This is an optimization exercise on Yosys and OpenROAD, whose aim is small area, a short achievable clock period and few clock cycles per item, not a production implementation. Only simulation tests tie the RTL to the original design; equivalence was not proved.

==> flow/design.v <==
`timescale 1ns / 1ps
module reg_shift
    #(parameter WIDTH = 16,
      parameter SIZE = 32)
      (input   logic   signed     [WIDTH-1:0] sh_in,
       input   logic   [SIZE-1:0][WIDTH-1:0] p_in,
       output  logic   signed     [WIDTH-1:0] sh_out,
       output  logic   [SIZE-1:0][WIDTH-1:0] p_out,
       input   logic   unsigned   sh_en,
       input   logic   unsigned   pi_en,
       input   logic   unsigned   rst,
       input   logic   unsigned   clk
      );
    localparam [WIDTH-1:0] RESET_VAL = 'd0;
    logic   [SIZE-1:0][WIDTH-1:0] internal_data;
    always_ff @(posedge(clk) or posedge(rst)) begin : SEQ
        integer idx;
        if(rst == 1'b1) begin
           for (idx = 0; idx < SIZE; idx++) begin
              internal_data[idx] <= RESET_VAL;
           end
       end else begin
           if(pi_en == 1'b1) begin
               for (idx = 0; idx < SIZE; idx++) begin
                  internal_data[idx] <= p_in[idx];
               end
           end else if(sh_en == 1'b1) begin
               internal_data[SIZE-1] <= sh_in;
               for(idx = 1; idx < SIZE; idx++) begin
                   internal_data[SIZE-1-idx] <= internal_data[SIZE-idx];
               end
           end
       end 
    end
    assign sh_out = internal_data[0];
    assign p_out = internal_data;
endmodule
`timescale 1ns / 1ps
module mul_fix
    #(parameter w=4)
    (input   logic   signed  [w-1:0]   a,
     input   logic   signed  [w-1:0]   b,
     output  logic   signed  [w-1:0]   o
    );
    localparam  ARG_WIDTH = w;
    localparam  MUL_WIDTH = w*2-1;
    always_comb begin : COMB
        logic   signed  [MUL_WIDTH-1:0]   buffer;
        buffer  =  a*b;
        o = buffer[MUL_WIDTH-1:ARG_WIDTH-1];
    end
endmodule
`timescale 1ns / 1ps
module add_fix
    #(parameter w=4)
    (input   logic   signed  [w-1:0]   a,
     input   logic   signed  [w-1:0]   b,
     output  logic   signed  [w-1:0]   o
    );
    localparam logic signed [w*2-1:0] MIN_EXT = -(2**(w-1)) + 1;
    localparam logic signed [w*2-1:0] MAX_EXT = (2**(w-1)) - 1;
    localparam logic signed [w-1:0]   MIN_V   = -(2**(w-1)) + 1;
    localparam logic signed [w-1:0]   MAX_V   = (2**(w-1)) - 1;
    always_comb begin : COMB
        logic   signed  [w*2-1:0]   buffer;
        logic   signed  [w-1:0]   result;
        buffer  =  a+b;
        if(buffer < MIN_EXT) begin
            result = MIN_V;
        end else if(buffer > MAX_EXT) begin
            result = MAX_V;
        end else begin
            result = buffer;
        end
        o = result;
    end
endmodule
`timescale 1ns / 1ps
module mac_fix
    #(parameter w=4)
    (input   logic   clk,
     input   logic   en,
     input   logic   rst,
     input   logic   clr,
     input   logic   signed  [w-1:0]   x,
     input   logic   signed  [w-1:0]   c,
     output  logic   signed  [w-1:0]   o
    );
logic   signed  [w-1:0]   mem;
logic   signed  [w-1:0]   U0_o;
mul_fix     #(.w(w)) U0(.a(x),
           .b(c),
           .o(U0_o));
logic   signed  [w-1:0]   U1_o;
add_fix     #(.w(w)) U1(.a(mem),
           .b(U0_o),
           .o(U1_o));
always_ff @(posedge(clk) or posedge(rst)) begin : SEQ
    if( rst == 1'b1) begin
        mem <= 'd0;
    end else begin
        if(clr == 1'b1) begin
            mem <= 'd0;
        end else  if(en == 1'b1) begin
            mem <= U1_o;
        end else begin
            mem <= mem;
        end
    end
end
assign o = mem;
endmodule
`timescale 1ns / 1ps
module scaler_mul_fix
    #(parameter WIDTH = 16,
      parameter SCALE = 2)
    (input  logic   signed  [WIDTH-1:0] in,
     output logic   signed  [WIDTH-1:0] out
    );
    localparam IN_MSB_IDX = WIDTH-1;
    localparam SHAMT = $clog2(SCALE);
    localparam IN_LSB_IDX = ((IN_MSB_IDX - SHAMT) < 0) ? 0 : (IN_MSB_IDX - SHAMT);
    localparam logic signed [WIDTH-1:0] MAX_POS = (2**(WIDTH-1)) - 1;
    logic   signed  [WIDTH-1:0] sig_out;
    always_comb begin : COMB
        automatic logic unsigned [WIDTH-1:0] tmp;
        if ( in == 0 ) begin
            sig_out = in;
        end else begin
            if ( in[IN_MSB_IDX] == 1'b1) begin
                tmp = -in;
            end else begin
                tmp = in;
            end
           if ((WIDTH-1) <= SHAMT) begin
               if (tmp == 0) begin
                   tmp = 0;
               end else begin
                   tmp = MAX_POS;
               end
           end else if ( tmp[IN_MSB_IDX:IN_LSB_IDX] == 0) begin
               tmp = tmp << SHAMT;
           end else begin
               tmp = MAX_POS;
           end
           if (tmp == 0 || in[IN_MSB_IDX] == 1'b0) begin
                tmp = tmp;  
           end else begin  
                tmp = -tmp;
           end
           sig_out = tmp;
        end
    end
    assign out = sig_out;
endmodule
`timescale 1ns / 1ps
module scaler_div_fix
    #(parameter WIDTH = 16,
      parameter SCALE = 2)
    (input  logic   signed  [WIDTH-1:0] in,
     output logic   signed  [WIDTH-1:0] out
    );
    localparam IN_MSB_IDX = WIDTH-1;
    localparam SHAMT = $clog2(SCALE);
    localparam logic signed [WIDTH-1:0] MAX_POS = (2**(WIDTH-1)) - 1;
    logic   signed  [WIDTH-1:0] sig_out;
    always_comb begin : COMB
        automatic logic unsigned [WIDTH-1:0] tmp;
        if ( in == 0 ) begin
            sig_out = in;
        end else begin
            if ( in[IN_MSB_IDX] == 1'b1) begin
                tmp = -in;
            end else begin
                tmp = in;
            end
            if(((WIDTH-1) <= SHAMT)) begin
                if (tmp == 0) begin
                    tmp = 0;
                end else begin
                    tmp = 1;
                end
            end else begin
                tmp = tmp >> SHAMT;
                if(tmp == 0) begin
                    tmp = 1;
                end
            end
            if (in[IN_MSB_IDX] == 1'b0) begin
                tmp = tmp;  
            end else begin  
                tmp = -tmp;
            end
            sig_out = tmp;
        end
    end
    assign out = sig_out;
endmodule
`timescale 1ns / 1ps
module relu_fix
    #(WIDTH = 16)
    (input  logic   signed  [WIDTH-1:0] in,
     output logic   signed  [WIDTH-1:0] out
    );
    localparam [WIDTH-1:0] ZERO_VAL = 'd0;
    logic   signed  [WIDTH-1:0] sig_out;
    always_comb begin : COMB
        if(in[WIDTH-1] == 1'b0) begin
            sig_out = in;
        end else begin
            sig_out = ZERO_VAL;
        end
    end
    assign out = sig_out;
endmodule
`timescale 1ns / 1ps
module sm_relu
    #(parameter DATA_WIDTH = 8,
      parameter ADDR_WIDTH = 16,
      parameter ADDR_BASE_A = 0,
      parameter ADDR_BASE_W = 0,
      parameter ADDR_BASE_REG = 0)
    (input  logic   clk,
     input  logic   rst,
     input  logic                                   start,
     input  logic                                   reset,
     output logic   unsigned                        done,
     output logic   unsigned    [ADDR_WIDTH-1:0]    mem_addr,
     output logic   unsigned    [2:0]               r_sh_en,
     input  logic                                   arg_zero,
     output logic   unsigned    [1:0]               mac_en,
     output logic   unsigned    [1:0]               mac_clr);
    typedef enum integer {
                SI_IDLE          = 0,
                S1_L1_LD_A       = 1,
                S2_L1_LD_W       = 2,
                S3_L1_MAC_CYCLE  = 3,
                S4_L2_LA_W       = 4,
                S5_L2_MAC_CYCLE  = 5,
                S6_FINISHED      = 6
               } state_t;
    localparam  L1_NEURON_COUNT = 25;
    localparam  L2_NEURON_COUNT = 10;
    localparam  L1_A_COUNT = 401;
    localparam  L2_A_COUNT = 26;
    state_t state;
    integer a_counter;
    integer w_counter;
    logic   unsigned    [ADDR_WIDTH-1:0]     a_addr_offset;
    logic   unsigned    [ADDR_WIDTH-1:0]     w_addr_offset;
    state_t state_next;
    integer a_counter_next;
    integer w_counter_next;
    logic   unsigned    [ADDR_WIDTH-1:0]     a_addr_offset_next;
    logic   unsigned    [ADDR_WIDTH-1:0]     w_addr_offset_next;
    always_ff @(posedge(clk) or posedge(rst)) begin: SM_SEQ
        if(rst == 1'b1) begin
            a_counter <= 0;
            a_addr_offset <= 0;
            w_counter <= 0;
            w_addr_offset <= 0;
            state <= SI_IDLE;
        end else begin
            a_counter <= a_counter_next;
            a_addr_offset <= a_addr_offset_next;
            w_counter <= w_counter_next;
            w_addr_offset <= w_addr_offset_next;
            state <= state_next;
        end
    end
    always_comb begin: SM_NEXT
        a_counter_next = a_counter;
        w_counter_next = w_counter;
        a_addr_offset_next = a_addr_offset;
        w_addr_offset_next = w_addr_offset;
        state_next = state;
        case(state)
            SI_IDLE: begin
                if(start == 1'b1) begin
                   a_counter_next = 0;
                   w_counter_next = 0;
                   a_addr_offset_next = 0;
                   w_addr_offset_next = 0;
                   state_next = S1_L1_LD_A;
                end else begin 
                   state_next = SI_IDLE;
                end
            end
            S1_L1_LD_A: begin
                a_counter_next = a_counter + 1;
                a_addr_offset_next = a_addr_offset + 1;
                w_counter_next = 0;
                if(a_counter < L1_A_COUNT) begin
                    state_next = S2_L1_LD_W;
                end else begin
                    state_next = S4_L2_LA_W;
                    a_counter_next = 0;
                end
            end
            S2_L1_LD_W: begin
                if(arg_zero == 1'b1) begin
                    w_counter_next = w_counter + L1_NEURON_COUNT;
                    w_addr_offset_next = w_addr_offset_next + L1_NEURON_COUNT;
                    state_next = S1_L1_LD_A;
                end else if(w_counter < L1_NEURON_COUNT) begin
                    w_counter_next = w_counter + 1;
                    w_addr_offset_next = w_addr_offset + 1;
                    state_next = S2_L1_LD_W;
                end else begin
                    state_next = S3_L1_MAC_CYCLE;
                end
            end
            S3_L1_MAC_CYCLE: begin
                state_next = S1_L1_LD_A;
            end
            S4_L2_LA_W: begin
                if(w_counter < L2_NEURON_COUNT) begin
                    w_counter_next = w_counter + 1;
                    w_addr_offset_next = w_addr_offset + 1;
                    state_next = S4_L2_LA_W;
                end else begin
                    state_next = S5_L2_MAC_CYCLE;
                end
            end
            S5_L2_MAC_CYCLE: begin
                a_counter_next = a_counter + 1;
                if(a_counter_next < L2_A_COUNT) begin
                    w_counter_next = 0;
                    state_next = S4_L2_LA_W;
                end else begin
                    state_next = S6_FINISHED;
                end
            end
            S6_FINISHED: begin
                if(reset == 1'b0) begin
                    state_next = S6_FINISHED;
                end else begin
                    state_next = SI_IDLE;
                end
            end
        endcase
    end
    always_comb begin: SM_OUT
        done = 1'b0;
        mem_addr = {ADDR_WIDTH{1'b0}};
        r_sh_en = 3'b000;
        mac_en = 2'b00;
        mac_clr = 2'b00;
        case(state)
            SI_IDLE: begin
                mac_clr = 2'b11;
            end
            S1_L1_LD_A: begin
                mem_addr = ADDR_BASE_A + a_addr_offset;
                r_sh_en = 3'b001;
            end
            S2_L1_LD_W: begin
                mem_addr = ADDR_BASE_W + w_addr_offset;
                if(w_counter < L1_NEURON_COUNT) begin
                    r_sh_en = 3'b010;
                end
            end
            S3_L1_MAC_CYCLE: begin
                mac_en = 2'b01;
            end
            S4_L2_LA_W: begin
                mem_addr = ADDR_BASE_W + w_addr_offset;
                if(w_counter < L2_NEURON_COUNT) begin
                    r_sh_en = 3'b100;
                end
            end
            S5_L2_MAC_CYCLE: begin
                    mac_en = 2'b10;
                    mem_addr = ADDR_BASE_REG + a_counter;
            end
            S6_FINISHED: begin
                done = 1'b1;
            end
        endcase
    end
endmodule
`timescale 1ns / 1ps
module datapath_relu_fix
    #(parameter WIDTH=8,
      parameter ADDR_WIDTH = 16,
      parameter SM1_SCALE = 1,
      parameter SD1_SCALE = 1,
      parameter SM2_SCALE = 1,
      parameter L2_ONE_BIAS_VAL = 0)
    (input  logic   clk,
     input  logic   rst,
     input  logic   signed      [WIDTH-1:0]         mem_data,
     input  logic   unsigned    [ADDR_WIDTH-1:0]    l2_src_addr,
     input  logic   unsigned    [2:0]               r_sh_en,
     input  logic   unsigned    [1:0]               mac_en,
     input  logic   unsigned    [1:0]               mac_clr,
     output logic                                   arg_zero,
     output logic   [9:0][WIDTH-1:0]                out);
    logic   [0:0][WIDTH-1:0] R_ARG_p_out;
    reg_shift   #(.WIDTH(WIDTH),
                  .SIZE(1))
    R_ARG   (.sh_in(mem_data),
             .p_out(R_ARG_p_out),
             .p_in(R_ARG_p_out),
             .pi_en(1'b0),
             .sh_en(r_sh_en[0]),
             .rst(rst),
             .clk(clk));
    assign arg_zero = R_ARG_p_out[0] == 0;
    logic   [24:0][WIDTH-1:0] R1_p_out;
    reg_shift   #(.WIDTH(WIDTH),
                  .SIZE(25))
    R1  (.sh_in(mem_data),
         .p_out(R1_p_out),
         .p_in(R1_p_out),
         .pi_en(1'b0),
         .sh_en(r_sh_en[1]),
         .rst(rst),
         .clk(clk));
    logic   [24:0][WIDTH-1:0] M1_o;
    logic   [24:0][WIDTH-1:0] SM1_out;
    logic   [24:0][WIDTH-1:0] RELU1_out;
    logic   [24:0][WIDTH-1:0] SD1_out;
    generate begin : GEN_L1
        genvar gi;
        for(gi = 0; gi<25; gi=gi+1) begin
            mac_fix #(.w(WIDTH))
            MAC (.clk(clk),
                 .en(mac_en[0]),
                 .rst(rst),
                 .clr(mac_clr[0]),
                 .x(R_ARG_p_out[0]),
                 .c(R1_p_out[gi]),
                 .o(M1_o[gi]));
            scaler_mul_fix  #(.WIDTH(WIDTH),
                              .SCALE(SM1_SCALE))
            SCALER_MUL (.in(M1_o[gi]),
                 .out(SM1_out[gi]));
            relu_fix  #(.WIDTH(WIDTH))
            RELU (.in(SM1_out[gi]),
                 .out(RELU1_out[gi]));
            scaler_div_fix  #(.WIDTH(WIDTH),
                              .SCALE(SD1_SCALE))
            SCALER_DIV (.in(RELU1_out[gi]),
                 .out(SD1_out[gi]));
        end
    end
    endgenerate
    logic   [9:0][WIDTH-1:0] R2_p_out;
    reg_shift   #(.WIDTH(WIDTH),
                  .SIZE(10))
    R2  (.sh_in(mem_data),
         .p_out(R2_p_out),
         .p_in(R2_p_out),
         .pi_en(1'b0),
         .sh_en(r_sh_en[2]),
         .rst(rst),
         .clk(clk));
    logic   signed  [WIDTH-1:0] mac2_a;
    always_comb begin : MAC2_INPUT
        if(l2_src_addr == 0) begin
            mac2_a = L2_ONE_BIAS_VAL;
        end else if(l2_src_addr > 25) begin
            mac2_a = 0;
        end else begin
            mac2_a = SD1_out[l2_src_addr-1];
        end 
    end
    logic   [9:0][WIDTH-1:0] M2_o;
    logic   [9:0][WIDTH-1:0] SM2_out;
    logic   [9:0][WIDTH-1:0] RELU2_out;
    logic   [9:0][WIDTH-1:0] SD2_out;
    generate begin : GEN_L2
        genvar gi;
        for(gi = 0; gi<10; gi=gi+1)begin
            mac_fix #(.w(WIDTH))
            MAC    (.clk(clk),
                 .en(mac_en[1]),
                 .rst(rst),
                 .clr(mac_clr[1]),
                 .x(mac2_a),
                 .c(R2_p_out[gi]),
                 .o(M2_o[gi]));
            scaler_mul_fix  #(.WIDTH(WIDTH),
                              .SCALE(SM2_SCALE))
            SCALER_MUL    (.in(M2_o[gi]),
                 .out(SM2_out[gi]));
            relu_fix  #(.WIDTH(WIDTH))
            RELU    (.in(SM2_out[gi]),
                 .out(out[gi]));
        end
    end
    endgenerate
 endmodule
`timescale 1ns / 1ps
module dnn_relu_fix
    #(parameter DATA_WIDTH = 8,
      parameter ADDR_WIDTH = 16,
      parameter ADDR_BASE_A = 0,
      parameter ADDR_BASE_W = 0,
      parameter SM1_SCALE = 1,
      parameter SD1_SCALE = 1,
      parameter SM2_SCALE = 1,
      parameter L2_ONE_BIAS_VAL = 0)
     (input     logic   clk,
      input     logic   rst,
      input     logic   start,
      input     logic   reset,
      output    logic   done,
      output    logic   unsigned    [ADDR_WIDTH-1:0]    mem_addr,
      input     logic   signed      [DATA_WIDTH-1:0]    mem_data,
      output    logic   [9:0][DATA_WIDTH-1:0]    out);
    localparam ADDR_BASE_REG = 0;
    logic   unsigned    [ADDR_WIDTH-1:0]    SM_mem_addr;
    logic   unsigned    [2:0]               SM_r_sh_en;
    logic   unsigned    [1:0]               SM_mac_en;
    logic   unsigned    [1:0]               SM_mac_clr;
    logic                                   D_PATH_arg_zero;
    sm_relu #(.DATA_WIDTH(DATA_WIDTH),
              .ADDR_WIDTH(ADDR_WIDTH),
              .ADDR_BASE_A(ADDR_BASE_A),
              .ADDR_BASE_W(ADDR_BASE_W),
              .ADDR_BASE_REG(ADDR_BASE_REG))
        SM (.clk(clk),
            .rst(rst),
            .start(start),
            .reset(reset),
            .done(done),
            .mem_addr(SM_mem_addr),
            .r_sh_en(SM_r_sh_en),
            .arg_zero(D_PATH_arg_zero),
            .mac_en(SM_mac_en),
            .mac_clr(SM_mac_clr));
    assign mem_addr = SM_mem_addr;
    datapath_relu_fix   #(.WIDTH(DATA_WIDTH),
                          .ADDR_WIDTH(ADDR_WIDTH),
                          .SM1_SCALE(SM1_SCALE),
                          .SD1_SCALE(SD1_SCALE),
                          .SM2_SCALE(SM2_SCALE),
                          .L2_ONE_BIAS_VAL(L2_ONE_BIAS_VAL))
        D_PATH (.clk(clk),
                .rst(rst),
                .mem_data(mem_data),
                .l2_src_addr(SM_mem_addr),
                .r_sh_en(SM_r_sh_en),
                .arg_zero(D_PATH_arg_zero),
                .mac_en(SM_mac_en),
                .mac_clr(SM_mac_clr),
                .out(out));
 endmodule
`timescale 1ns / 1ps
module dnn_relu_fix12
     (input     logic                       clk,
      input     logic                       rst,
      input     logic                       start,
      input     logic                       reset,
      input     logic   signed      [11:0]  mem_data,
      output    logic   unsigned    [15:0]  mem_addr,
      output    logic                       done,
      output    logic               [119:0] out);
    localparam logic [15:0] BASE_W2 = 16'd10426;
    localparam logic [2:0] M_IDLE  = 3'd0,
                           M_L1A   = 3'd1,
                           M_L1W   = 3'd2,
                           M_BIAS  = 3'd3,
                           M_L2    = 3'd4,
                           M_FLUSH = 3'd5,
                           M_DONE  = 3'd6,
                           M_XF    = 3'd7;
    function automatic logic signed [11:0] f_add(input logic signed [11:0] a,
                                                 input logic signed [11:0] b);
        logic signed [12:0] s;
        s = a + b;
        if (s < -13'sd2047)     f_add = -12'sd2047;
        else if (s > 13'sd2047) f_add = 12'sd2047;
        else                    f_add = s[11:0];
    endfunction
    function automatic logic [11:0] f_hid(input logic [11:0] v);
        if (v[11])              f_hid = 12'd0;
        else if (v[10] | v[9])  f_hid = 12'd1023;
        else                    f_hid = {v[10:0], 1'b0};
    endfunction
    function automatic logic [11:0] f_out(input logic [11:0] v);
        if (v[11])              f_out = 12'd0;
        else if (v[10:7] != 0)  f_out = 12'd2047;
        else                    f_out = {v[7:0], 4'b0};
    endfunction
    logic [2:0]  mode;
    logic [8:0]  n;         
    logic [13:0] wrow;      
    logic [4:0]  wcnt;      
    logic [4:0]  ph;        
    logic [4:0]  jn;        
    logic        clr;       
    logic [3:0]  kcnt;      
    logic [15:0] ma_q;      
    logic        start_q, reset_q;
    logic        wv_d, wv_m, wv_p;             
    logic        bv_d;                         
    logic        l2v_d, l2v_m, l2v_p;          
    logic        l2l_d, l2l_m, l2l_p;          
    logic        fin_d, fin_m, fin_p;          
    logic signed [11:0] d_q;     
    logic signed [11:0] na;      
    logic signed [11:0] cur_a;   
    logic signed [11:0] p_q;     
    logic [24:0][11:0]  ring;
    logic [9:0][11:0]   ob;
    assign mem_addr = ma_q;
    assign out = ob;
    wire        pend   = (n != 9'd0) && (na != 12'sd0);
    wire [4:0]  ph_inc = (ph == 5'd24) ? 5'd0 : ph + 5'd1;
    wire [4:0]  jn_inc = (jn == 5'd24) ? 5'd0 : jn + 5'd1;
    wire [15:0] waddr  = {2'b00, wrow} + {11'd0, jn};
    always_ff @(posedge clk or posedge rst) begin : CTRL
        if (rst) begin
            mode  <= M_IDLE;
            done  <= 1'b0;
            start_q <= 1'b0;
            reset_q <= 1'b0;
            wv_d  <= 1'b0;
            wv_m  <= 1'b0;
            wv_p  <= 1'b0;
            bv_d  <= 1'b0;
            l2v_d <= 1'b0;
            l2v_m <= 1'b0;
            l2v_p <= 1'b0;
            l2l_d <= 1'b0;
            l2l_m <= 1'b0;
            l2l_p <= 1'b0;
            fin_d <= 1'b0;
            fin_m <= 1'b0;
            fin_p <= 1'b0;
        end else begin
            start_q <= start;
            reset_q <= reset;
            if (reset) done <= 1'b0;
            wv_d  <= (mode == M_L1W);
            wv_m  <= wv_d;
            wv_p  <= wv_m;
            bv_d  <= (mode == M_BIAS) && (wcnt < 5'd10);
            l2v_d <= (mode == M_L2);
            l2v_m <= l2v_d;
            l2v_p <= l2v_m;
            l2l_d <= (mode == M_L2) && (ph == 5'd24);
            l2l_m <= l2l_d;
            l2l_p <= l2l_m;
            fin_d <= (mode == M_L2) && (ph == 5'd24) && (kcnt == 4'd9);
            fin_m <= fin_d;
            fin_p <= fin_m;
            case (mode)
                M_IDLE:  if (start_q) mode <= M_L1A;
                M_L1A:   if (pend) mode <= M_L1W;
                         else if (n == 9'd401) mode <= M_BIAS;
                M_L1W:   if (wcnt == 5'd24) mode <= (n == 9'd401) ? M_BIAS : M_L1A;
                M_BIAS:  if (wcnt >= 5'd9 && ph == 5'd24) mode <= M_L2;
                M_L2:    if (ph == 5'd24 && kcnt == 4'd9) mode <= M_FLUSH;
                M_FLUSH: if (fin_p) mode <= M_XF;
                M_XF:    if (wcnt == 5'd9) begin
                             mode <= M_DONE;
                             done <= 1'b1;
                         end
                M_DONE:  if (reset_q) mode <= M_IDLE;
                default: mode <= M_IDLE;
            endcase
        end
    end
    wire  [3:0]  k_next = (ph == 5'd24) ? kcnt + 4'd1 : kcnt;
    wire  [8:0]  l2_off = 9'd10 + {1'b0, ph_inc, 3'b0} + {3'b0, ph_inc, 1'b0} + {5'd0, k_next};
    wire  [8:0]  b_off  = (wcnt >= 5'd9) ? 9'd10 : {4'd0, wcnt + 5'd1};
    logic [15:0] a_next;
    always_comb begin : ANEXT
        a_next = 16'd0;
        case (mode)
            M_IDLE:  a_next = 16'd0;
            M_L1A:   if (pend)              a_next = waddr;
                     else if (n == 9'd401)  a_next = BASE_W2;
                     else                   a_next = {7'd0, n + 9'd1};
            M_L1W:   if (wcnt != 5'd24)     a_next = waddr;
                     else if (n == 9'd401)  a_next = BASE_W2;
                     else                   a_next = {7'd0, n + 9'd1};
            M_BIAS:  a_next = BASE_W2 + {7'd0, b_off};
            M_L2:    a_next = BASE_W2 + {7'd0, l2_off};
            default: ;
        endcase
    end
    always_ff @(posedge clk) begin : CNT
        ma_q <= a_next;
        ph <= ph_inc;
        jn <= jn_inc;
        if (ph == 5'd24) clr <= 1'b0;
        case (mode)
            M_IDLE: begin
                n      <= 9'd0;
                wrow   <= 14'd376;
                ph     <= 5'd0;
                jn     <= 5'd4;
                clr    <= 1'b1;
            end
            M_L1A: begin
                wcnt <= 5'd0;
                if (!pend && n != 9'd401) begin
                    n      <= n + 9'd1;
                    wrow   <= wrow + 14'd25;
                end
            end
            M_L1W: begin
                wcnt <= wcnt + 5'd1;
                if (wcnt == 5'd24) begin
                    wcnt <= 5'd0;
                    if (n != 9'd401) begin
                        n      <= n + 9'd1;
                        wrow   <= wrow + 14'd25;
                    end
                end
            end
            M_BIAS: begin
                kcnt <= 4'd0;
                if (wcnt < 5'd10) wcnt <= wcnt + 5'd1;
            end
            M_L2: begin
                if (ph == 5'd24) kcnt <= kcnt + 4'd1;
            end
            M_FLUSH: wcnt <= 5'd0;
            M_XF:    wcnt <= wcnt + 5'd1;
            default: ;
        endcase
    end
    logic [22:0] pp [0:12];
    always_comb begin : PPGEN
        integer r, c;
        for (r = 0; r < 13; r = r + 1) pp[r] = 23'd0;
        for (r = 0; r < 11; r = r + 1) begin
            for (c = 0; c < 11; c = c + 1) pp[r][r + c] = cur_a[c] & d_q[r];
            pp[r][r + 11] = ~(cur_a[11] & d_q[r]);
        end
        for (c = 0; c < 11; c = c + 1) pp[11][11 + c] = ~(cur_a[c] & d_q[11]);
        pp[11][22] = cur_a[11] & d_q[11];
        pp[12][12] = 1'b1;
    end
    function automatic logic [22:0] csa_s(input logic [22:0] x, input logic [22:0] y,
                                          input logic [22:0] z);
        csa_s = x ^ y ^ z;
    endfunction
    function automatic logic [22:0] csa_c(input logic [22:0] x, input logic [22:0] y,
                                          input logic [22:0] z);
        logic [22:0] m;
        m = (x & y) | (x & z) | (y & z);
        csa_c = {m[21:0], 1'b0};
    endfunction
    wire [22:0] l1s0 = csa_s(pp[0], pp[1], pp[2]),  l1c0 = csa_c(pp[0], pp[1], pp[2]);
    wire [22:0] l1s1 = csa_s(pp[3], pp[4], pp[5]),  l1c1 = csa_c(pp[3], pp[4], pp[5]);
    wire [22:0] l1s2 = csa_s(pp[6], pp[7], pp[8]),  l1c2 = csa_c(pp[6], pp[7], pp[8]);
    wire [22:0] l1s3 = csa_s(pp[9], pp[10], pp[11]), l1c3 = csa_c(pp[9], pp[10], pp[11]);
    wire [22:0] l2s0 = csa_s(l1s0, l1c0, l1s1),  l2c0 = csa_c(l1s0, l1c0, l1s1);
    wire [22:0] l2s1 = csa_s(l1c1, l1s2, l1c2),  l2c1 = csa_c(l1c1, l1s2, l1c2);
    wire [22:0] l2s2 = csa_s(l1s3, l1c3, pp[12]), l2c2 = csa_c(l1s3, l1c3, pp[12]);
    wire [22:0] l3s0 = csa_s(l2s0, l2c0, l2s1),  l3c0 = csa_c(l2s0, l2c0, l2s1);
    wire [22:0] l3s1 = csa_s(l2c1, l2s2, l2c2),  l3c1 = csa_c(l2c1, l2s2, l2c2);
    wire [22:0] l4s0 = csa_s(l3s0, l3c0, l3s1),  l4c0 = csa_c(l3s0, l3c0, l3s1);
    wire [22:0] l5s0 = csa_s(l4s0, l4c0, l3c1),  l5c0 = csa_c(l4s0, l4c0, l3c1);
    logic [22:0] m_a, m_b;
    wire  [22:0] m_sum = m_a + m_b;
    wire signed [11:0] head = ring[0];
    wire signed [11:0] ring_in = f_add(clr ? 12'sd0 : head, wv_p ? p_q : 12'sd0);
    wire signed [11:0] ob_sum = f_add(ob[0], p_q);
    always_ff @(posedge clk) begin : DP
        d_q <= mem_data;
        if (mode == M_L1A) na <= mem_data;
        if (mode == M_L1A && pend) cur_a <= na;
        else if (mode == M_L2) cur_a <= f_hid(head);
        m_a  <= l5s0;
        m_b  <= l5c0;
        p_q  <= m_sum[22:11];
        ring[23:0] <= ring[24:1];
        ring[24]   <= ring_in;
        if (bv_d) begin
            ob[8:0] <= ob[9:1];
            ob[9]   <= {d_q[11], d_q[11:1]};
        end else if (l2v_p && l2l_p) begin
            ob[8:0] <= ob[9:1];
            ob[9]   <= ob_sum;
        end else if (l2v_p) begin
            ob[0]   <= ob_sum;
        end else if (mode == M_XF) begin
            ob[8:0] <= ob[9:1];
            ob[9]   <= f_out(ob[0]);
        end
    end
endmodule
==> flow/flow/run.sh <==
#!/bin/bash
set -euo pipefail
export BUFFER_PORTS_ARGS="-buffer_cell sky130_fd_sc_hd__buf_2"
bash standard.sh finish > flow_make.log 2>&1
==> flow/standard.sh <==
#!/bin/bash
# synth_recipe.tcl (not shown) runs the flow's synth.tcl, then flattens the netlist and writes it again
# the make line also repeats each setting of config.mk as NAME=value (left out here)
make -C /OpenROAD-flow-scripts/flow DESIGN_CONFIG=/design/flow/config.mk WORK_HOME=/design/flow/orfs CLKGATE_MAP_FILE= SYNTH_SCRIPT=/design/flow/synth_recipe.tcl "${@:-finish}"
==> flow/config.mk <==
export PLATFORM = sky130hd
export DESIGN_NAME = dnn_relu_fix12
export DESIGN_NICKNAME = dnn_relu_fix12
export VERILOG_FILES = /design/flow/design.v
export SDC_FILE = /design/flow/constraint.sdc
export NUM_CORES = 4
export LEC_CHECK = 0
export CAP_MARGIN = 20
export CORE_MARGIN = 2
export CORE_UTILIZATION = 72
export CTS_CLUSTER_DIAMETER = 100
export CTS_CLUSTER_SIZE = 27
export SLEW_MARGIN = 20
==> flow/constraint.sdc <==
create_clock -name core_clock -period 14.0 [get_ports {clk}]
set_input_delay 2.8000 -clock core_clock [delete_from_list [all_inputs] [get_ports {clk}]]
set_output_delay 2.8000 -clock core_clock [all_outputs]
set_load 0.01 [all_outputs]
==> results of run 1 <==
==> cells in the mapped netlist (all sizes together) (7+ instances only) <==
| library cell | n | area, µm² |
|---|---|---|
| o21a | 23 | 172.7 |
| xnor2 | 44 | 385.4 |
| nand3 | 26 | 130.1 |
| nor4 | 7 | 50.05 |
| nand2b | 16 | 100.1 |
| o21ai | 55 | 279.0 |
| nand2 | 116 | 435.4 |
| inv | 154 | 578.1 |
| edfxtp | 176 | 5285 |
| fa | 106 | 2122 |
| buf | 11 | 73.82 |
| o31ai | 18 | 145.1 |
| nor2b | 24 | 150.1 |
| xor2 | 26 | 227.7 |
| a21o | 10 | 75.07 |
| a211oi | 7 | 52.55 |
| clkbuf | 44 | 165.2 |
| nor2 | 122 | 462.9 |
| o211ai | 7 | 52.55 |
| dfrtp | 19 | 475.5 |
| and2 | 107 | 669.4 |
| and3 | 11 | 68.82 |
| nor3 | 10 | 50.05 |
| dfxtp | 384 | 7687 |
| a21oi | 49 | 245.2 |
| o21bai | 7 | 52.55 |
| ha | 108 | 1351 |
==> sequential cells by signal, summed over array words and instances (netlist names), 2 cells and up, named ones only <==
signal  flops
n           9
wcnt        5
cur_a      12
na         12
wrow       14
mode        2
d_q        12
m_b        17
ob        120
m_a        17
jn          5
ring      300
kcnt        4
ph          5
ma_q       15
p_q        12
==> kinds of logic (layout without fill, tap and decap cells) <==
| group | Yosys count | in the layout |
|---|---|---|
| AO/OA/AOI/OAI | 232 | 232 |
| other | 1 | 2 |
| buffers and inverters | 211 | 351 |
| multiplexers | 3 | 3 |
| XOR/XNOR | 70 | 70 |
| adder cells (fa/ha/maj) | 219 | 219 |
| AND/OR/NAND/NOR | 471 | 471 |
| flip-flops | 579 | 579 |
==> placed cells by master, fill, tap and decap left out, types with 4 or more instances in the layout <==
cell type / instances
dfxtp_1: 384
edfxtp_1: 176
inv_1: 154
buf_2: 151
nor2_1: 119
nand2_1: 116
ha_1: 108
and2_1: 106
fa_1: 106
o21ai_0: 52
a21oi_1: 49
xnor2_1: 44
nand3_1: 26
xor2_1: 26
clkbuf_16: 25
nor2b_1: 24
o21a_1: 23
dfrtp_1: 19
nand2b_1: 16
o31ai_1: 16
clkbuf_1: 12
and3_1: 11
a21o_1: 10
nor3_1: 10
o21bai_1: 7
o211ai_1: 7
a211oi_1: 7
nor4_1: 6
nand4_1: 5
nand3b_1: 5
or3_1: 5
maj3_1: 5
a221oi_1: 4
a211o_1: 4
a2111o_1: 4
buf_4: 4
==> worst max-delay path by stage <==
stage	slack [ns]	startpoint	depth (start not counted)	to
2_1_floorplan	7.31	mode[0]	4	ob[100]
3_3_place_gp	10.46	cur_a[9]	8	m_a[10]
3_5_place_dp	10.40	cur_a[9]	8	m_a[10]
4_1_cts	9.93	ob[11]	1	out[11]
5_1_grt	9.90	ob[11]	1	out[11]
6_report	9.92	ob[11]	1	out[11]
==> per-stage QoR <==
| step | hold WS [ns] | worst slack (ns) | instances | cell area [µm²] |
|---|---|---|---|---|
| floorplan | 0.3096 | 7.312 | 1786 | 22400 |
| global placement | 0.3099 | 10.46 | 2282 | 23440 |
| detailed placement | 0.3121 | 10.40 | 2282 | 23440 |
| CTS | 0.3243 | 9.930 | 2322 | 24150 |
| global route | 0.3201 | 9.899 | 2323 | 24150 |
| finish | 0.3176 | 9.921 | 2323 | 24150 |
==> routing by layer <==
metal	share of wire, %	vias up
met5	0	-
met4	3.3	0
met3	5.8	95
met2	50	444
met1	41	6536
li1	-	6216
==> final cells by class <==
type | count | area [µm²]
tap | 396 | 495.5
clock buffer | 37 | 670.6
antenna | 1 | 2.502
timing repair buffer | 155 | 785.8
fill | 1852 | 6435
multi-input combinational | 996 | 8125
inverter | 156 | 585.6
sequential | 579 | 13450
clock inverter | 3 | 41.29
==> impl_metrics.json, run 1 <==
{
  "rows": 64,
  "gr-usage-met2_pct": 48.92,
  "drtPass1Iterations": 7,
  "busiest_layer": "met2",
  "met1_usage_pct": 37.81,
  "min_from": "ring[32]",
  "setup_violations": 0,
  "whs_endpoint": "ring[20]",
  "port_buffers": 151,
  "hold_class": "reg -> reg",
  "antenna_found_initial": 2,
  "synth_seq_area_share_pct": 60.05,
  "via_per_inst": 5.721,
  "htreeDepth": 1,
  "gp_congestion": 0.9086,
  "die-area_um2": 32530,
  "end_kind": "primary output",
  "grt-ovfl-total": 0,
  "hpwl_um": 33190,
  "hold_viol_final": 0,
  "final.setup.tns_ns": 0,
  "async_reset_ff_share_pct": 3.282,
  "post_cts_resize_count": 0,
  "slowest_delay_ns": 0.50,
  "drt_iter0_drc": 1157,
  "synth_cell_types": 84,
  "crit_buf_inv": 1,
  "cp_top_family": "flip-flops",
  "chipHeight_um": 180.4,
  "syn_inst": 1786,
  "crit_type": "reg -> out",
  "cp_max_fo": 4,
  "via_count": 13291,
  "post-route-period-util_pct": 29.13,
  "r2r_cells": 8,
  "clock_path_buffers": 3,
  "synthAdderAreaFrac_pct": 15.73,
  "critPathArrivalTime_ns": 1.28,
  "syn2layout_area_growth_pct": 7.855,
  "avgSynthCellArea_um2": 12.54,
  "rsz0062_at_grt": "no",
  "cts_tree": "done",
  "start_util_pct": 73.21,
  "drc": 0,
  "syn_area_um2": 22400,
  "reg2reg_to": "m_a[10]",
  "drive_gt1_share_pct": 10.33,
  "final_max_slew_viol_count": 0,
  "cts_buffers": 25,
  "fin_skew_ns": 0.02306,
  "cp_cell_sequence": "buf_2",
  "yosys_warnings": 2,
  "r2r_slack_ns": 10.38,
  "grt_max_degree": 75,
  "fp.dieW_um": 180.4,
  "synth-simple-area-share_pct": 10.53,
  "synth_xor_area_share_pct": 2.738,
  "ys.flop_type": "dfxtp_1",
  "tightest_slew_ns": 0.9641,
  "status": "finished clean",
  "reg2reg_from": "cur_a[9]",
  "clock_latency_ns": 0.58,
  "crit_required_ns": 11.20,
  "cts_root_buffer": "clkbuf_16",
  "track_usage_pct": 28.49,
  "critPathSlowestCell": "edfxtp_1",
  "design.portCount": 153,
  "grt_first_pass_wirelength_um": 73300,
  "cts_setup_buffers": 0,
  "period_minus_slack_ns": 4.079,
  "hold_depth": 0,
  "grt_pass1_vias": 13623,
  "slew_headroom_pct": 34.91,
  "postCtsHoldBufs": 0,
  "drv_cap": 0,
  "synth_top_family_by_area": "adder cells",
  "cp-start-kind": "register",
  "synth_compound_area_share_pct": 7.107,
  "antenna_left": 0,
  "nets": 2143,
  "wl_per_cell_um": 19.61,
  "cts.clk_slew.worst_paths_ns": 0.11,
  "synth.mux.area_fraction_pct": 0.1453,
  "met3_usage_pct": 4.345,
  "ys_ff_latch": 579,
  "cts.sinks": 579,
  "synth_edf_count": 176,
  "timing.fmax_ghz": 0.2452,
  "fp.coreArea_um2": 30590,
  "drt_wl_total_um": 45560,
  "utilization_pct": 78.96
}
Testbench counts, summed over its fixed seeds: cycles 147,418, items 48.
==> inputs of run 2 (changes only) <==
--- a/flow/config.mk
+++ b/flow/config.mk
@@ -9,5 +9,5 @@
 export CORE_MARGIN = 2
-export CORE_UTILIZATION = 72
+export CORE_UTILIZATION = 60
 export CTS_CLUSTER_DIAMETER = 100
-export CTS_CLUSTER_SIZE = 27
+export CTS_CLUSTER_SIZE = 24
 export SLEW_MARGIN = 20
==> impl_metrics.json, run 2 <==
{
  "reg2reg_from": "p_q[0]",
  "clock_path_buffers": 3,
  "design.portCount": 153,
  "wl_per_cell_um": 18.01,
  "ys_ff_latch": 579,
  "track_usage_pct": 22.77,
  "avgSynthCellArea_um2": 12.54,
  "final_max_slew_viol_count": 0,
  "cp_max_fo": 3,
  "synth_cell_types": 84,
  "r2r_slack_ns": 10.24,
  "htreeDepth": 1,
  "yosysMostFrequentCell": "dfxtp_1",
  "hold_class": "reg -> reg",
  "clock_latency_ns": 0.61,
  "period_minus_slack_ns": 4.088,
  "critPathSlowestCell": "edfxtp_1",
  "syn_area_um2": 22400,
  "via_per_inst": 5.382,
  "slew_headroom_pct": 33.24,
  "status": "finished clean",
  "largest_reg_flops": 300,
  "grt-ovfl-total": 0,
  "fp.coreArea_um2": 36700,
  "synth_edf_count": 176,
  "cts.clk_slew.worst_paths_ns": 0.10,
  "final.setup.tns_ns": 0,
  "crit_buf_inv": 1,
  "finalWorstSetupSlack_ns": 9.912,
  "cts.sinks": 579,
  "antenna_found_initial": 5,
  "hpwl_um": 32460,
  "hold_viol_final": 0,
  "drt_iter0_drc": 708,
  "port_buffers": 151,
  "post-place-ws_ns": 10.39,
  "synth_area_leaders": "dfxtp_1 (34%), edfxtp_1 (24%), fa_1 (9.5%)",
  "rsz0062_at_grt": "no",
  "r2r_cells": 11,
  "slowest_delay_ns": 0.50,
  "cp_top_family": "flip-flops",
  "gp_congestion": 0.8674,
  "synth_top_area_share_pct": 34.33,
  "end_kind": "primary output",
  "final_cell_mix": "dfxtp_1 (384), edfxtp_1 (176), inv_1 (154), buf_2 (151), nor2_1 (119)",
  "cp-start-kind": "register",
  "drv_cap": 0,
  "via_count": 12922,
  "fp.dieW_um": 197.2,
  "yosys_warnings": 2,
  "antenna_left": 0,
  "endpoint": "out[9]",
  "critPathLaunch": "ob[9]",
  "cts_buffers": 28,
  "postCtsHoldBufs": 0,
  "crit_type": "reg -> out",
  "timing.fmax_ghz": 0.2446,
  "nets": 2146,
  "hold_ws_ns": 0.3201,
  "drtPass1Iterations": 5,
  "cts_setup_buffers": 0,
  "cp_num_cells": 1,
  "syn_inst": 1786,
  "place_area_um2": 23530,
  "syn2layout_area_growth_pct": 8.710,
  "drc": 0,
  "ys.flop_type": "dfxtp_1",
  "drive_gt1_share_pct": 10.46,
  "start_util_pct": 61.03,
  "cp_cell_sequence": "buf_2",
  "synthTopCellsByCount": "dfxtp_1 (384), edfxtp_1 (176), inv_1 (154), nor2_1 (120), nand2_1 (116)",
  "post_cts_resize_count": 0,
  "drt_wl_total_um": 43240,
  "cts_tree": "done",
  "grt_max_degree": 55,
  "yosysTopAreaCell": "dfxtp_1",
  "tightest_slew_ns": 0.9889,
  "critPathArrivalTime_ns": 1.29,
  "reg_top3": "ring: 300 flops, ob: 120 flops",
  "grt_pass1_vias": 13034,
  "setup_violations": 0,
  "fin_skew_ns": 0.03829,
  "rows": 70,
  "crit_required_ns": 11.20,
  "cts_root_buffer": "clkbuf_16",
  "reg2reg_to": "ob[109]",
  "largest-register": "ring",
  "chipHeight_um": 197.2,
  "synth_seq_area_share_pct": 60.05,
  "die-area_um2": 38890,
  "final_common_cell": "dfxtp_1",
  "grt_first_pass_wirelength_um": 68840,
  "async_reset_ff_share_pct": 3.282,
  "post-route-cell-area_um2": 24350,
  "post-route-period-util_pct": 29.20
}
==> run 2: cell types whose count changed in the layout (fill, tap and decap cells not counted), sizes merged <==
cell    before  now
diode        1    2
clkbuf      37   42
==> run 2: cell type report <==
class / count / area [µm²]
Sequential cell: 579 / 13450
Fill cell: 2751 / 12350
Multi-Input combinational cell: 996 / 8125
Timing Repair Buffer: 155 / 785.8
Clock buffer: 42 / 753.2
Inverter: 156 / 585.6
Tap cell: 468 / 585.6
Clock inverter: 3 / 57.56
Antenna cell: 2 / 5.005
==> run 2: cell families after synthesis <==
family                   count (synthesis)  synth area share (%)
AND/OR/NAND/NOR                        471                 10.53
buffers and inverters                  211                 3.682
flip-flops                             579                 60.05
adder cells (fa/ha/maj)                219                 15.73
AO/OA/AOI/OAI                          232                 7.107
multiplexers                             3                0.1453
other                                    1               0.01674
XOR/XNOR                                70                 2.738
==> run 2: through the flow <==
step           std cells  util, %
5_1_grt             2399    66.33
4_1_cts             2399    66.32
3_5_place_dp        2354    64.11
3_3_place_gp        2354    64.11
2_1_floorplan       1786        -
6_report            2401    66.34
==> run 2: routing by layer <==
layer  part of all wire (%)  vias to the layer above  track usage (%)
met5                  0.030                        -                0
met4                    2.6                        2            6.516
met3                    5.9                       68            3.927
met2                     47                      327            37.62
met1                     44                     6296            31.19
li1                       -                     6229                -
==> run 2: worst min path at each step <==
| stage | startpoint | end | cells past startpoint |
|---|---|---|---|
| final | ring[66] | ring[54] | 0 |
| after global routing | ring[194] | ring[182] | 0 |
| after CTS | ring[66] | ring[54] | 0 |
| after detailed placement | ring[298] | ring[286] | 0 |
| after global placement | ring[14] | ring[2] | 0 |
| after floorplan | ring[12] | ring[0] | 0 |
==> inputs of run 3 (changes only) <==
--- a/flow/design.v
+++ b/flow/design.v
@@ -567,4 +567,3 @@
                            M_FLUSH = 3'd5,
-                           M_DONE  = 3'd6,
-                           M_XF    = 3'd7;
+                           M_DONE  = 3'd6;
     function automatic logic signed [11:0] f_add(input logic signed [11:0] a,
@@ -607,5 +606,9 @@
     logic [24:0][11:0]  ring;
-    logic [9:0][11:0]   ob;
+    logic [9:0][10:0]   ob;
+    logic               ob_s;
     assign mem_addr = ma_q;
-    assign out = ob;
+    always_comb begin : OUTW
+        integer q;
+        for (q = 0; q < 10; q = q + 1) out[12*q +: 12] = {1'b0, ob[q]};
+    end
     wire        pend   = (n != 9'd0) && (na != 12'sd0);
@@ -657,4 +660,3 @@
                 M_L2:    if (ph == 5'd24 && kcnt == 4'd9) mode <= M_FLUSH;
-                M_FLUSH: if (fin_p) mode <= M_XF;
-                M_XF:    if (wcnt == 5'd9) begin
+                M_FLUSH: if (fin_p) begin
                              mode <= M_DONE;
@@ -723,4 +725,2 @@
             end
-            M_FLUSH: wcnt <= 5'd0;
-            M_XF:    wcnt <= wcnt + 5'd1;
             default: ;
@@ -765,3 +765,6 @@
     wire signed [11:0] ring_in = f_add(clr ? 12'sd0 : head, wv_p ? p_q : 12'sd0);
-    wire signed [11:0] ob_sum = f_add(ob[0], p_q);
+    wire signed [11:0] ob_sum = f_add({ob_s, ob[0]}, p_q);
+    wire signed [12:0] ob_raw = {ob_s, ob_s, ob[0]} + {p_q[11], p_q};
+    wire        [10:0] ob_res = ob_raw[12] ? 11'd0 :
+                                (ob_raw[11:7] != 5'd0) ? 11'd2047 : {ob_raw[6:0], 4'b0};
     always_ff @(posedge clk) begin : DP
@@ -778,11 +781,10 @@
             ob[8:0] <= ob[9:1];
-            ob[9]   <= {d_q[11], d_q[11:1]};
+            ob_s    <= ob[1][10];
+            ob[9]   <= d_q[11:1];
         end else if (l2v_p && l2l_p) begin
             ob[8:0] <= ob[9:1];
-            ob[9]   <= ob_sum;
+            ob_s    <= ob[1][10];
+            ob[9]   <= ob_res;
         end else if (l2v_p) begin
-            ob[0]   <= ob_sum;
-        end else if (mode == M_XF) begin
-            ob[8:0] <= ob[9:1];
-            ob[9]   <= f_out(ob[0]);
+            {ob_s, ob[0]} <= ob_sum;
         end
==> flow/flow/run.sh (replaced) <==
#!/bin/bash
set -euo pipefail
export BUFFER_PORTS_ARGS="-buffer_cell sky130_fd_sc_hd__buf_2"
export CTS_ARGS="-sink_clustering_enable -repair_clock_nets -sink_clustering_size 24 -sink_clustering_max_diameter 100 -dont_use_dummy_load"
bash standard.sh finish > flow_make.log 2>&1
--- a/flow/config.mk
+++ b/flow/config.mk
@@ -9,3 +9,3 @@
 export CORE_MARGIN = 2
-export CORE_UTILIZATION = 60
+export CORE_UTILIZATION = 70
 export CTS_CLUSTER_DIAMETER = 100
==> impl_metrics.json, run 3 <==
{
  "ys.flop_type": "dfxtp_1",
  "fp.dieW_um": 181.0,
  "syn2layout_area_growth_pct": 7.570,
  "crit_buf_inv": 1,
  "drive_gt1_share_pct": 10.42,
  "status": "finished clean",
  "via_count": 12831,
  "grt_max_degree": 89,
  "start_util_pct": 71.33,
  "cp_max_fo": 2,
  "synth_top_area_share_pct": 35.05,
  "timing.fmax_ghz": 0.2474,
  "critPathSlowestCell": "edfxtp_1",
  "via_per_inst": 5.682,
  "slowest_delay_ns": 0.47,
  "syn_area_um2": 21930,
  "synth_area_leaders": "dfxtp_1 (35%), edfxtp_1 (23%), fa_1 (9.7%)",
  "yosysMostFrequentCell": "dfxtp_1",
  "async_reset_ff_share_pct": 3.333,
  "nFillCells": 1942,
  "yosys_warnings": 2,
  "grt_pass1_vias": 12947,
  "clock_path_buffers": 3,
  "fin_skew_ns": 0.05548,
  "final_max_slew_viol_count": 0,
  "wl_per_cell_um": 19.22,
  "port_buffers": 141,
  "cp_top_family": "flip-flops",
  "r2r_slack_ns": 10.36,
  "cts.sinks": 570,
  "drt_iter0_drc": 941,
  "synth_edf_count": 167,
  "end_kind": "primary output",
  "synth_seq_area_share_pct": 60.08,
  "syn_inst": 1745,
  "grt_first_pass_wirelength_um": 68920,
  "postCtsHoldBufs": 0,
  "nets": 2094,
  "post-route-period-util_pct": 28.87,
  "final_cell_mix": "dfxtp_1 (384), edfxtp_1 (167), inv_1 (157), buf_2 (141), nand2_1 (113)",
  "drt_wl_total_um": 43410,
  "crit_type": "reg -> out",
  "gp_congestion": 0.9183,
  "crit_required_ns": 11.20,
  "post-place-cells": 2231,
  "antenna_left": 0,
  "synthTopCellsByCount": "dfxtp_1 (384), edfxtp_1 (167), inv_1 (158), nand2_1 (113), ha_1 (108)",
  "cts_buffers": 27,
  "final_common_cell": "dfxtp_1",
  "design.portCount": 153,
  "period_minus_slack_ns": 4.041,
  "cts.clk_slew.worst_paths_ns": 0.09,
  "grt-ovfl-total": 0,
  "drv_cap": 0,
  "n_antenna_cell": 0,
  "fp.coreArea_um2": 30750,
  "reg_top3": "ring: 300 flops, ob: 110 flops",
  "synth_cell_types": 71,
  "cts_root_buffer": "clkbuf_16",
  "hpwl_um": 31470,
  "largest_reg_flops": 300,
  "tightest_slew_ns": 1.045,
  "largest-register": "ring",
  "yosysTopAreaCell": "dfxtp_1",
  "cp_cell_sequence": "buf_2",
  "drtPass1Iterations": 5,
  "final.setup.tns_ns": 0,
  "rsz0062_at_grt": "no",
  "hold_viol_final": 0,
  "final_cells": 2258,
  "htreeDepth": 1,
  "die-area_um2": 32760,
  "ys_ff_latch": 570,
  "post_cts_resize_count": 0,
  "setup_violations": 0,
  "antenna_found_initial": 2,
  "cts_tree": "done",
  "chipHeight_um": 181.0,
  "track_usage_pct": 26.69,
  "slew_headroom_pct": 30.35,
  "clock_latency_ns": 0.59,
  "cts_setup_buffers": 0,
  "cp-start-kind": "register",
  "hold_class": "reg -> reg",
  "avgSynthCellArea_um2": 12.57,
  "drc": 0,
  "rows": 64,
  "critPathArrivalTime_ns": 1.24
}
## run 3: per-stage QoR
step	utilization, %	hold slack [ns]	instance area (µm²)	setup WS (ns)
2_1_floorplan	-	0.3096	21970	9.788
3_3_place_gp	74.49	0.3097	22900	10.41
3_5_place_dp	74.52	0.3121	22910	10.34
4_1_cts	76.72	0.2914	23590	9.959
5_1_grt	76.73	0.3002	23590	9.947
6_report	76.73	0.2926	23590	9.959
## run 3: cell type report
class / instances / area, µm² / area share [%]
multi-input combinational: 963 / 7924 / 33.59
timing repair buffer: 143 / 720.7 / 3.055
clock buffer: 27 / 675.6 / 2.864
inverter: 159 / 599.3 / 2.540
sequential: 570 / 13180 / 55.85
tap: 396 / 495.5 / 2.100
## run 3: worst register-to-register path, stage by stage, from the launching register on
cell      delay [ns]
edfxtp_1        0.58
and2_1          0.27
fa_1            0.50
fa_1            0.53
inv_1           0.05
fa_1            0.50
inv_1           0.07
fa_1            0.52
fa_1            0.51
## run 3: path summary, 6_finish.rpt
path,start,depth (start not counted),end
max,ob[10],1,out[10]
min,ring[29],0,ring[17]
max reg2reg,cur_a[6],8,m_a[12]
min reg2reg,ring[29],0,ring[17]
max in group asynchronous,rst,2,l2l_p
min in group asynchronous,rst,2,fin_d
## run 3: kinds of logic (layout without fill, tap and decap cells)
group           Yosys count  after routing  synth area share, %
simple gates            439            439                10.13
flops                   570            570                60.08
buf+inv                 222            329                4.033
fa+ha+maj               220            220                16.11
compound gates          217            217                6.555
xor+xnor                 70             70                2.795
mux                       6              6               0.2738
other cells               1             11              0.01710
## run 3: routing by layer
| layer | up-vias | GRT usage (%) | wire (µm) |
|---|---|---|---|
| li1 | 5976 | - | - |
| met1 | 6313 | 36.61 | 18500 |
| met2 | 468 | 45.72 | 21070 |
| met3 | 70 | 3.245 | 2713 |
| met4 | 4 | 7.089 | 1096 |
| met5 | - | 0 | 26 |
Testbench counts of run 3, summed over its fixed seeds: cycles 146,938, items 48.
==> inputs of run 4 (changes only) <==
==> flow/flow/run.sh (replaced) <==
#!/bin/bash
set -euo pipefail
export BUFFER_PORTS_ARGS="-buffer_cell sky130_fd_sc_hd__buf_2"
bash standard.sh finish > flow_make.log 2>&1
--- a/flow/config.mk
+++ b/flow/config.mk
@@ -9,3 +9,3 @@
 export CORE_MARGIN = 2
-export CORE_UTILIZATION = 70
+export CORE_UTILIZATION = 60
 export CTS_CLUSTER_DIAMETER = 100
==> impl_metrics.json, run 4 <==
{
  "status": "finished clean",
  "hold_class": "reg -> reg",
  "critPathSlowestCell": "edfxtp_1",
  "hold_viol_final": 0,
  "largest_reg_flops": 300,
  "final_cell_mix": "dfxtp_1 (384), edfxtp_1 (167), inv_1 (157), buf_2 (141), nand2_1 (113)",
  "reg2reg_from": "cur_a[10]",
  "drt_wl_total_um": 40430,
  "track_usage_pct": 21.27,
  "clock_path_buffers": 3,
  "avgSynthCellArea_um2": 12.57,
  "rows": 70,
  "ys.flop_type": "dfxtp_1",
  "drt_iter0_drc": 772,
  "final.setup.tns_ns": 0,
  "post-route-period-util_pct": 28.76,
  "n_antenna_cell": 0,
  "grt_pass1_vias": 12106,
  "nets": 2097,
  "r2r_slack_ns": 10.40,
  "synth_seq_area_share_pct": 60.08,
  "cts_root_buffer": "clkbuf_16",
  "reg2reg_to": "m_a[10]",
  "setup_violations": 0,
  "synth_top_area_share_pct": 35.05,
  "fp.dieW_um": 195.2,
  "largest-register": "ring",
  "min_from": "ring[52]",
  "reg_top3": "ring: 300 flops, ob: 110 flops",
  "cp_max_fo": 3,
  "timing.fmax_ghz": 0.2484,
  "cts.sinks": 570,
  "crit_type": "reg -> out",
  "yosysMostFrequentCell": "dfxtp_1",
  "post_cts_resize_count": 0,
  "fp.coreArea_um2": 36260,
  "drive_gt1_share_pct": 10.53,
  "antenna_left": 0,
  "grt_first_pass_wirelength_um": 64170,
  "utilization_pct": 65.57,
  "syn_inst": 1745,
  "grt_max_degree": 60,
  "design.portCount": 153,
  "antenna_found_initial": 2,
  "slowest_delay_ns": 0.46,
  "hpwl_um": 30370,
  "period_minus_slack_ns": 4.027,
  "cts_buffers": 27,
  "synth_edf_count": 167,
  "synthTopCellsByCount": "dfxtp_1 (384), edfxtp_1 (167), inv_1 (158), nand2_1 (113), ha_1 (108)",
  "synth_cell_types": 71,
  "via_per_inst": 5.279,
  "grt-ovfl-total": 0,
  "chipHeight_um": 195.2,
  "via_count": 12400,
  "slew_headroom_pct": 38.96,
  "drv_cap": 0,
  "port_buffers": 141,
  "cts_tree": "done",
  "drtPass1Iterations": 7,
  "final_common_cell": "dfxtp_1",
  "syn_area_um2": 21930,
  "synth_area_leaders": "dfxtp_1 (35%), edfxtp_1 (23%), fa_1 (9.7%)",
  "cp_top_family": "flip-flops",
  "htreeDepth": 1,
  "syn2layout_area_growth_pct": 8.398,
  "start_util_pct": 60.49,
  "wl_per_cell_um": 17.21,
  "critPathArrivalTime_ns": 1.23,
  "hold_depth": 0,
  "crit_required_ns": 11.20,
  "tightest_slew_ns": 0.8902,
  "postCtsHoldBufs": 0,
  "die-area_um2": 38100,
  "cts.clk_slew.worst_paths_ns": 0.10,
  "cp-start-kind": "register",
  "end_kind": "primary output",
  "yosys_warnings": 2,
  "cp_cell_sequence": "buf_2",
  "drc": 0,
  "async_reset_ff_share_pct": 3.333,
  "clock_latency_ns": 0.59,
  "r2r_cells": 8,
  "gp_congestion": 0.8551,
  "ys_ff_latch": 570,
  "whs_endpoint": "ring[40]",
  "cts_setup_buffers": 0,
  "yosysTopAreaCell": "dfxtp_1",
  "fin_skew_ns": 0.01829,
  "final_max_slew_viol_count": 0,
  "crit_buf_inv": 1,
  "rsz0062_at_grt": "no"
}
==> run 4: changes by cell type in the layout (fill, tap and decap cells not counted) <==
cell	before	now
clkbuf_1	0	13
inv_16	0	1
buf_4	2	5
nor3_2	2	0
clkinv_2	0	2
nor3_1	13	15
==> run 4: cells by family after synthesis <==
family                   count (synthesis)  synth area share (%)
multiplexers                             6                0.2738
AND/OR/NAND/NOR                        439                 10.13
flip-flops                             570                 60.08
adder cells (fa/ha/maj)                220                 16.11
buffers and inverters                  222                 4.033
XOR/XNOR                                70                 2.795
other                                    1               0.01710
AO/OA/AOI/OAI                          217                 6.555
==> run 4: area by class of cell <==
cell class              count  area [µm²]
fillers                  2848       12490
flip-flops and latches    570       13180
inverters                 159       599.3
well taps                 468       585.6
repair buffers            146       743.2
multi-input cells         963        7914
clock inverters             3       30.03
clock buffers              40       724.4
==> run 4: worst max path at each step <==
stage | start | to | slack [ns] | cells past startpoint
2_1_floorplan | bv_d | ob_s | 9.79 | 5
5_1_grt | ob[1] | out[1] | 9.91 | 1
3_5_place_dp | cur_a[10] | m_a[10] | 10.42 | 8
3_3_place_gp | cur_a[10] | m_a[10] | 10.45 | 8
6_report | ob[1] | out[1] | 9.97 | 1
4_1_cts | ob[1] | out[1] | 9.93 | 1
==> run 4: stage by stage <==
stage | hold slack [ns] | instances | instance area [µm²] | setup WS [ns]
finish | 0.3177 | 2349 | 23770 | 9.973
detailed placement | 0.3121 | 2306 | 23020 | 10.42
global placement | 0.3099 | 2306 | 23020 | 10.45
global route | 0.3263 | 2349 | 23770 | 9.908
CTS | 0.3190 | 2349 | 23770 | 9.931
floorplan | 0.3096 | 1755 | 21970 | 9.788
==> run 4: per-layer routing <==
layer / global-route usage, % / share of wire [%] / up-vias
met5: 0 / 0 / -
met4: 4.863 / 1.8 / 0
met3: 2.763 / 5.1 / 41
met2: 33.93 / 46 / 302
met1: 31.39 / 47 / 6046
li1: - / - / 6011
==> inputs of run 5 (changes only) <==
--- a/flow/design.v
+++ b/flow/design.v
@@ -591,3 +591,2 @@
     logic [4:0]  ph;        
-    logic [4:0]  jn;        
     logic        clr;       
@@ -600,3 +599,2 @@
     logic        l2l_d, l2l_m, l2l_p;          
-    logic        fin_d, fin_m, fin_p;          
     logic signed [11:0] d_q;     
@@ -615,3 +613,3 @@
     wire [4:0]  ph_inc = (ph == 5'd24) ? 5'd0 : ph + 5'd1;
-    wire [4:0]  jn_inc = (jn == 5'd24) ? 5'd0 : jn + 5'd1;
+    wire [4:0]  jn     = (ph >= 5'd21) ? ph - 5'd21 : ph + 5'd4;
     wire [15:0] waddr  = {2'b00, wrow} + {11'd0, jn};
@@ -633,5 +631,2 @@
             l2l_p <= 1'b0;
-            fin_d <= 1'b0;
-            fin_m <= 1'b0;
-            fin_p <= 1'b0;
         end else begin
@@ -650,5 +645,2 @@
             l2l_p <= l2l_m;
-            fin_d <= (mode == M_L2) && (ph == 5'd24) && (kcnt == 4'd9);
-            fin_m <= fin_d;
-            fin_p <= fin_m;
             case (mode)
@@ -660,3 +652,3 @@
                 M_L2:    if (ph == 5'd24 && kcnt == 4'd9) mode <= M_FLUSH;
-                M_FLUSH: if (fin_p) begin
+                M_FLUSH: if (l2l_p) begin
                              mode <= M_DONE;
@@ -691,3 +683,2 @@
         ph <= ph_inc;
-        jn <= jn_inc;
         if (ph == 5'd24) clr <= 1'b0;
@@ -698,3 +689,2 @@
                 ph     <= 5'd0;
-                jn     <= 5'd4;
                 clr    <= 1'b1;
==> impl_metrics.json, run 5 <==
{
  "async_reset_ff_share_pct": 2.847,
  "hold_viol_final": 0,
  "timing.fmax_ghz": 0.2461,
  "final_max_slew_viol_count": 0,
  "final.setup.tns_ns": 0,
  "htreeDepth": 1,
  "synth_top_area_share_pct": 34.71,
  "rows": 69,
  "avgSynthCellArea_um2": 12.43,
  "syn_area_um2": 21860,
  "clock_path_buffers": 3,
  "gp_congestion": 0.8694,
  "die-area_um2": 37970,
  "crit_buf_inv": 1,
  "crit_type": "reg -> out",
  "final_cell_mix": "dfxtp_1 (379), edfxtp_1 (167), inv_1 (149), buf_2 (141), nand2_1 (135)",
  "syn2layout_area_growth_pct": 8.392,
  "setup_violations": 0,
  "cts_root_buffer": "clkbuf_16",
  "cp_top_family": "flip-flops",
  "syn_inst": 1759,
  "clock_latency_ns": 0.61,
  "ys_ff_latch": 562,
  "synth_edf_count": 167,
  "synth_cell_types": 72,
  "largest_reg_flops": 300,
  "drc": 0,
  "cts_tree": "done",
  "drtPass1Iterations": 5,
  "fp.dieW_um": 194.9,
  "design.portCount": 153,
  "drv_cap": 0,
  "cts.sinks": 562,
  "drive_gt1_share_pct": 10.43,
  "fin_skew_ns": 0.02512,
  "rsz0062_at_grt": "no",
  "via_count": 12374,
  "synthTopCellsByCount": "dfxtp_1 (379), edfxtp_1 (167), inv_1 (150), nand2_1 (135), ha_1 (112)",
  "multiInputGateArea_um2": 8025,
  "cp_max_fo": 2,
  "critPathArrivalTime_ns": 1.26,
  "cp-start-kind": "register",
  "period_minus_slack_ns": 4.064,
  "tightest_slew_ns": 0.9589,
  "nFillCells": 2783,
  "port_buffers": 141,
  "hold_class": "reg -> reg",
  "synth_area_leaders": "dfxtp_1 (35%), edfxtp_1 (23%), fa_1 (9.6%)",
  "ys.flop_type": "dfxtp_1",
  "antenna_left": 0,
  "crit_required_ns": 11.20,
  "cts.clk_slew.worst_paths_ns": 0.10,
  "reg_top3": "ring: 300 flops, ob: 110 flops",
  "post_cts_resize_count": 0,
  "post-route-period-util_pct": 29.03,
  "grt_max_degree": 75,
  "track_usage_pct": 21.53,
  "grt_first_pass_wirelength_um": 64960,
  "critPathSlowestCell": "edfxtp_1",
  "grt_pass1_vias": 12419,
  "yosys_warnings": 2,
  "drt_iter0_drc": 500,
  "chipHeight_um": 194.9,
  "nets": 2109,
  "end_kind": "primary output",
  "fp.coreArea_um2": 35740,
  "yosysMostFrequentCell": "dfxtp_1",
  "cts_setup_buffers": 0,
  "antenna_found_initial": 2,
  "yosysTopAreaCell": "dfxtp_1",
  "wl_per_cell_um": 17.13,
  "drt_wl_total_um": 40280,
  "slew_headroom_pct": 36.07,
  "cp_cell_sequence": "buf_2",
  "hold_ws_ns": 0.3080,
  "hpwl_um": 29750,
  "start_util_pct": 61.15,
  "slowest_delay_ns": 0.48,
  "grt-ovfl-total": 0,
  "postCtsHoldBufs": 0,
  "regArea_um2": 13000,
  "final_common_cell": "dfxtp_1",
  "synth_seq_area_share_pct": 59.49,
  "cts_buffers": 27,
  "via_per_inst": 5.261,
  "largest-register": "ring",
  "status": "finished clean"
}
[run 5: per-stage QoR]
stage | instance area [µm²] | setup WS [ns] | instances | util [%]
2_1_floorplan | 21890 | 10.03 | 1769 | -
3_3_place_gp | 22920 | 10.33 | 2308 | 64.14
3_5_place_dp | 22920 | 10.15 | 2308 | 64.14
4_1_cts | 23690 | 9.884 | 2350 | 66.27
5_1_grt | 23690 | 9.897 | 2350 | 66.27
6_report | 23690 | 9.936 | 2352 | 66.28
[run 5: layer usage]
| layer | global-route usage, % | up-vias | routed length [µm] |
|---|---|---|---|
| met5 | 0 | - | 0 |
| met4 | 5.400 | 0 | 883 |
| met3 | 2.707 | 48 | 2025 |
| met2 | 35.54 | 278 | 18510 |
| met1 | 30.56 | 5991 | 18860 |
| li1 | - | 6057 | - |
[run 5: path summary, 6_finish.rpt]
kind                           from         to  slack [ns]  cells past startpoint
setup / recovery             ob[12]    out[13]        9.94                      1
hold / removal             ring[12]    ring[0]        0.31                      0
setup reg to reg               wv_p  ring[291]       10.37                     10
hold reg to reg            ring[12]    ring[0]        0.31                      0
max in group asynchronous       rst      l2v_d       11.26                      2
min in group asynchronous       rst      l2l_d        2.30                      2
[run 5: cell type report]
class / count / area share, %
Multi-Input combinational cell: 987 / 33.88
Sequential cell: 562 / 54.89
Antenna cell: 2 / 0.02113
Inverter: 151 / 2.403
Clock buffer: 40 / 3.058
Timing Repair Buffer: 147 / 3.169
Clock inverter: 2 / 0.1532
Tap cell: 461 / 2.435
[run 5: logic make-up after synthesis]
kind of cell,share of synthesized area (%)
other,0.01716
adders and majority gates,16.21
AOI/OAI and AO/OA,6.440
and+or+nand+nor,10.62
buffers and inverters,4.013
xor gates and xnor gates,3.206
DFF,59.49
Testbench counts of run 5, summed over its fixed seeds: cycles 146,938, items 48.

separate check: timing with driven ports:
How much do the figures lean on ideal ports? The routed layouts below were timed once more, with nothing changed but the port constraints.
Step 1 sets driving cells, clkbuf_16 on the clock port and buf_2 on the other inputs (assumed; they add their load-dependent delay and slew).
Step 2 moves the port delays by t, midway between the first and last clock arrival at a register: inputs arrive t later, outputs are due t later. That takes back most of the time a late clock gives input paths.
Three values: no drivers, after step 1, after step 2; two values: the first two.
| run | shift t [ns] | slack for setup (ns) | slew at the worst register clock pin (ns) | cell pins on the clock port's net |
|---|---|---|---|---|
| run 1 | 0.617 | 9.921 / 9.871 / 10.375 | 0.11 / 0.11 | 1 |
| run 2 | 0.653 | 9.912 / 9.854 / 10.241 | 0.10 / 0.10 | 1 |
| run 3 | 0.621 | 9.959 / 9.904 / 10.361 | 0.10 / 0.10 | 1 |
| run 4 | 0.640 | 9.973 / 9.918 / 10.404 | 0.10 / 0.10 | 1 |
| run 5 | 0.645 | 9.936 / 9.883 / 10.374 | 0.10 / 0.10 | 1 |
After both steps setup and hold are still met in every run listed.
